From an optimization exercise on the open Yosys and OpenROAD flow, aimed at small area, a short achievable clock period and few clock cycles; shortcuts taken in it are not production practice.
RTL that was checked went through simulation tests only; none was proved equivalent to the original.
The flow treats the clock pin as an ideal source, which a real chip does not have.
No activity file was given, so power comes from the tool's default toggle rates.

==> inputs of indigo <==
==> flow/design.v <==
module xlr8_fdiv
  (input  logic        clk,
   input  logic        rst_n,
   input  logic        start_div,   
   input  logic        start_nop,   
   input  logic [31:0] numer,
   input  logic [31:0] denom,
   output logic        fin,
   output logic [31:0] result);
   logic        busy;        
   logic        rnd;         
   logic        norm;        
   logic [22:0] dvs;         
   logic [24:0] dvd;         
   logic [25:0] t;
   logic        q;
   logic [24:0] d_nxt;
   always_comb begin
      t = {1'b0, dvd} - {2'b01, dvs};
      q = !t[25];
      d_nxt = q ? {t[23:0], 1'b0} : {dvd[23:0], 1'b0};
   end
   logic [7:0]  exp_n, exp_d, exp_q;
   logic        n_nan, d_nan, n_inf, d_inf, n_0, d_0;
   logic [22:0] m_rnd;
   logic [8:0]  s9;
   logic [31:0] q_out;
   always_comb begin
      exp_n = numer[30:23];
      exp_d = denom[30:23];
      n_nan = (exp_n == 8'hff) && (numer[22:0] != 0);
      d_nan = (exp_d == 8'hff) && (denom[22:0] != 0);
      n_inf = (exp_n == 8'hff) && (numer[22:0] == 0);
      d_inf = (exp_d == 8'hff) && (denom[22:0] == 0);
      n_0 = (exp_n == 0);
      d_0 = (exp_d == 0);
      s9 = {exp_n, 1'b1} + {~exp_d, norm};
      exp_q = (s9[8:1] - 8'd1) ^ 8'h80;
      for (int i = 0; i < 23; i++)
        m_rnd[i] = result[i+1] ^ (result[0] && (i == 0 || &(result[23:1] | ~((23'd1 << i) - 23'd1))));
      if (n_nan || d_nan || (n_0 && d_0) || (n_inf && d_inf))
        q_out = 32'h7fffffff;
      else if (n_inf || d_0)
        q_out = {numer[31] ^ denom[31], 8'hff, 23'h0};
      else if (n_0 || d_inf)
        q_out = {numer[31] ^ denom[31], 31'h0};
      else
        q_out = {numer[31] ^ denom[31], exp_q, m_rnd};
   end
   assign fin = busy && ((result[24] && result[23]) || (result[25] && !result[24]));
   assign norm = result[25];
   always_ff @(posedge clk or negedge rst_n)
     if (!rst_n) begin
        busy <= 1'b0;
        rnd <= 1'b0;
     end
     else begin
        rnd <= fin;
        busy <= (busy && !fin) || start_div;
     end
   always_ff @(posedge clk)
     dvs <= denom[22:0];
   always_ff @(posedge clk)
     if (start_div || busy)
       dvd <= d_nxt;
     else
       dvd <= {2'b01, numer[22:0]};
   always_ff @(posedge clk or negedge rst_n)
     if (!rst_n)
       result <= 32'h0;
     else if (start_nop)
       result <= 32'h0;
     else if (start_div)
       result <= {30'h0, 1'b1, q};
     else if (busy)
       result <= {result[30:0], q};
     else if (rnd)
       result <= q_out;
endmodule  
`timescale 1 ns / 1 ns
module xlr8_xf
  (input  logic        clk,
   input  logic        rstn,
   input  logic [5:0]  adr,
   input  logic [7:0]  dbus_in,
   output logic [7:0]  dbus_out,
   input  logic        iore,
   input  logic        iowe,
   output logic        out_en,
   output logic        start_div,   
   output logic        start_nop,   
   input  logic        fin,         
   input  logic [31:0] result);
   logic [6:0] ctrl_reg;
   logic       flag;       
   logic       unsup;      
   logic       ctrl_we;
   logic       status_re;
   logic       start;
   logic [7:0] rbyte;
   logic [7:0] creg;
   assign ctrl_we   = iowe && (adr == 6'h10);
   assign status_re = iore && (adr == 6'h11);
   assign start     = ctrl_we && dbus_in[6];
   assign start_div = start && (dbus_in[2:0] == 3'd3);
   assign start_nop = start && (dbus_in[2:0] != 3'd3);
   assign out_en = iore && ((adr[5:2] == 4'b0011) || (adr[5:1] == 5'b01000));
   always_comb begin
      case (adr[1:0])
        2'd0:    rbyte = result[7:0];
        2'd1:    rbyte = result[15:8];
        2'd2:    rbyte = result[23:16];
        default: rbyte = result[31:24];
      endcase
      creg = adr[0] ? {flag, unsup, 6'h00} : {1'b0, ctrl_reg};
      dbus_out = adr[4] ? creg : rbyte;
   end
   always_ff @(posedge clk or negedge rstn)
     if (!rstn)
       ctrl_reg <= 7'h00;
     else if (ctrl_we)
       ctrl_reg <= dbus_in[6:0];
   always_ff @(posedge clk or negedge rstn)
     if (!rstn) begin
        flag  <= 1'b0;
        unsup <= 1'b0;
     end
     else if (start_nop) begin
        flag  <= 1'b1;
        unsup <= 1'b1;
     end
     else if (fin) begin
        flag  <= 1'b1;
        unsup <= 1'b0;
     end
     else if (start) begin
        flag  <= 1'b0;
        unsup <= 1'b0;
     end
     else if (status_re)
       flag <= 1'b0;
endmodule
`timescale 1 ns / 1 ns
module xlr8_float_div
  (input  logic        clk,
   input  logic        rstn,
   input  logic [5:0]  adr,
   input  logic [7:0]  dbus_in,
   output logic [7:0]  dbus_out,
   input  logic        iore,
   input  logic        iowe,
   output logic        out_en,
   input  logic [31:0] opa,    
   input  logic [31:0] opb     
   );
   logic        start_div;
   logic        start_nop;
   logic        fin;
   logic [31:0] result;
   xlr8_xf xf_inst
     (.clk       (clk),
      .rstn      (rstn),
      .adr       (adr),
      .dbus_in   (dbus_in),
      .dbus_out  (dbus_out),
      .iore      (iore),
      .iowe      (iowe),
      .out_en    (out_en),
      .start_div (start_div),
      .start_nop (start_nop),
      .fin       (fin),
      .result    (result));
   xlr8_fdiv fdiv_inst
     (.clk       (clk),
      .rst_n     (rstn),
      .start_div (start_div),
      .start_nop (start_nop),
      .numer     (opa),
      .denom     (opb),
      .fin       (fin),
      .result    (result));
endmodule
==> flow/flow/run.sh <==
#!/bin/bash
set -euo pipefail
bash standard.sh synth > synth.log 2>&1
bash standard.sh MATCH_CELL_FOOTPRINT=0 \
  "BUFFER_PORTS_ARGS=-buffer_cell sky130_fd_sc_hd__buf_1" \
  "CTS_ARGS=-sink_clustering_enable -repair_clock_nets -sink_clustering_size 30 -buf_list {sky130_fd_sc_hd__clkbuf_4 sky130_fd_sc_hd__clkbuf_8} -dont_use_dummy_load" \
  finish > layout.log 2>&1
test -s out/final.def
==> flow/standard.sh <==
#!/bin/bash
# synth_recipe.tcl (not shown) runs the flow's synth.tcl, then flattens the netlist and writes it again
# the make line also repeats each setting of config.mk as NAME=value (left out here)
make -C /OpenROAD-flow-scripts/flow DESIGN_CONFIG=/design/flow/config.mk WORK_HOME=/design/flow/orfs CLKGATE_MAP_FILE= SYNTH_SCRIPT=/design/flow/synth_recipe.tcl "${@:-finish}"
==> flow/config.mk <==
export PLATFORM = sky130hd
export DESIGN_NAME = xlr8_float_div
export DESIGN_NICKNAME = xlr8_float_div
export VERILOG_FILES = /design/flow/design.v
export SDC_FILE = /design/flow/constraint.sdc
export NUM_CORES = 4
export LEC_CHECK = 0
export CAP_MARGIN = 20
export CORE_MARGIN = 2
export CORE_UTILIZATION = 40
export CTS_BUF_LIST = sky130_fd_sc_hd__clkbuf_4 sky130_fd_sc_hd__clkbuf_8
export CTS_CLUSTER_SIZE = 30
export SETUP_SLACK_MARGIN = 2.0
export SLEW_MARGIN = 20
export SYNTH_HIERARCHICAL = 1
export SYNTH_MINIMUM_KEEP_SIZE = 0
==> flow/constraint.sdc <==
create_clock -name core_clock -period 5.0 [get_ports {clk}]
set_input_delay 1.0000 -clock core_clock [delete_from_list [all_inputs] [get_ports {clk}]]
set_output_delay 1.0000 -clock core_clock [all_outputs]
set_load 0.01 [all_outputs]
==> nickel (differences from indigo) <==
--- a/flow/design.v
+++ b/flow/design.v
@@ -9,3 +9,4 @@
    output logic [31:0] result);
-   logic        busy;        
+   logic [4:0]  cnt;         
+   logic        busy;
    logic        rnd;         
@@ -49,7 +50,7 @@
    end
-   assign fin = busy && ((result[24] && result[23]) || (result[25] && !result[24]));
-   assign norm = result[25];
+   assign busy = (cnt != 5'd0);
+   assign fin = busy && (cnt == 5'd1);
    always_ff @(posedge clk or negedge rst_n)
      if (!rst_n) begin
-        busy <= 1'b0;
+        cnt <= 5'd0;
         rnd <= 1'b0;
@@ -58,4 +59,10 @@
         rnd <= fin;
-        busy <= (busy && !fin) || start_div;
+        if (start_div)
+          cnt <= q ? 5'd24 : 5'd25;
+        else if (busy)
+          cnt <= cnt - 5'd1;
      end
+   always_ff @(posedge clk)
+     if (start_div)
+       norm <= q;
    always_ff @(posedge clk)
@@ -72,5 +79,3 @@
        result <= 32'h0;
-     else if (start_div)
-       result <= {30'h0, 1'b1, q};
-     else if (busy)
+     else if (start_div || busy)
        result <= {result[30:0], q};
SETUP_SLACK_MARGIN = 2.2   (was 2.0)
SYNTH_HIERARCHICAL = not set   (was 1)
SYNTH_MINIMUM_KEEP_SIZE = not set   (was 0)
==> summary of the runs <==
- Between indigo and nickel, the lower total power is in indigo (gap about 60%, measured against nickel).
- Against nickel, the synthesized area of indigo is lower by about 2%.
- Between nickel and indigo, the lower sequential power is in indigo (gap 67%, measured against indigo).
- Critical path depth is the same in nickel and indigo.
- In clock-buffer cell count, indigo and nickel do not differ.
- Of indigo and nickel, nickel has the higher utilization (gap 4.0 points).
- indigo produced a clean layout. nickel completed without violations.
- Between indigo and nickel, the lower wire length is in indigo (gap about 10%, measured against nickel).
- Between indigo and nickel, the lower flip-flop and latch count is in indigo (gap 5).
- In indigo the die area is lower than in nickel, by about 2%.
- Via count: indigo is lower than nickel (5.0%).
==> figures <==
	nickel	indigo
Largest net degree at the start of global routing	48	44
WP data arrival	2.05 ns	1.99 ns
Overall track demand over capacity in global routing	20.36%	19.33%
Number of nets in the layout	990	935
Post-Route Skew	0.02173 ns	0.01754 ns
Power Density	565.7 nW/um2	250.9 nW/um2
Area of the multi-input gates	4299 um2	3939 um2
Non-clock inverters	51	49
Worst setup slack after layout	1.951 ns	2.007 ns
Routing usage on met2	32.63%	30.00%
Status	no timing/DRC/antenna violations	no timing/DRC/antenna violations
Sequential cell area	2177 um2	2037 um2
Power drawn by the clock network	425 uW	405 uW
Worst VDD drop	262.7 uV	112.0 uV
Synth Instances	769	742
DIE AREA	17030 um2	16700 um2
Row Count	46	45
Xor and xnor area share after synthesis	7.252%	6.983%
Fin Hold WS	0.5181 ns	0.4759 ns
Relative contribution of the clock network to total power	9.5%	23.0%
Vert. Die Dim	130.5 um	129.2 um
Launch point of the worst hold path	xf_inst.unsup	fdiv_inst.dvd[5]
Testbench counts of nickel, summed over its fixed seeds: cycles 73,192.
Function not checked in indigo: the RTL went through the layout flow alone.

-- port drivers added, routing unchanged --
Ports are ideal in the flow. The routed layouts listed here were re-timed in OpenROAD. Step 1 (the two cells are an assumption about what drives the block):
set clk [get_ports {clk}]
set_driving_cell -lib_cell sky130_fd_sc_hd__clkbuf_16 $clk
set_driving_cell -lib_cell sky130_fd_sc_hd__buf_2 [delete_from_list [all_inputs] $clk]
Step 2, shift: input delay + t, output delay - t, t = (earliest + latest rising clock arrival at the registers) / 2. This alone moves slack from input paths to output paths. Slacks: no drivers / after step 1 / after step 2; pairs: no drivers / after step 1.
| run | t, ns | setup WS [ns] | clock arrival spread, ns | worst data-port slew with drivers (ns) | pins driven straight from the clock port |
|---|---|---|---|---|---|
| indigo | 0.396 | 2.007 / 1.984 / 1.736 | 0.023 / 0.024 | 0.06 | 1 |
| nickel | 0.410 | 1.951 / 1.903 / 1.857 | 0.021 / 0.022 | 0.06 | 1 |
After both steps setup and hold are still met in every run listed. The setup slack of indigo, which loses most, moves by -0.023 ns with the drivers and by -0.271 ns with both steps.
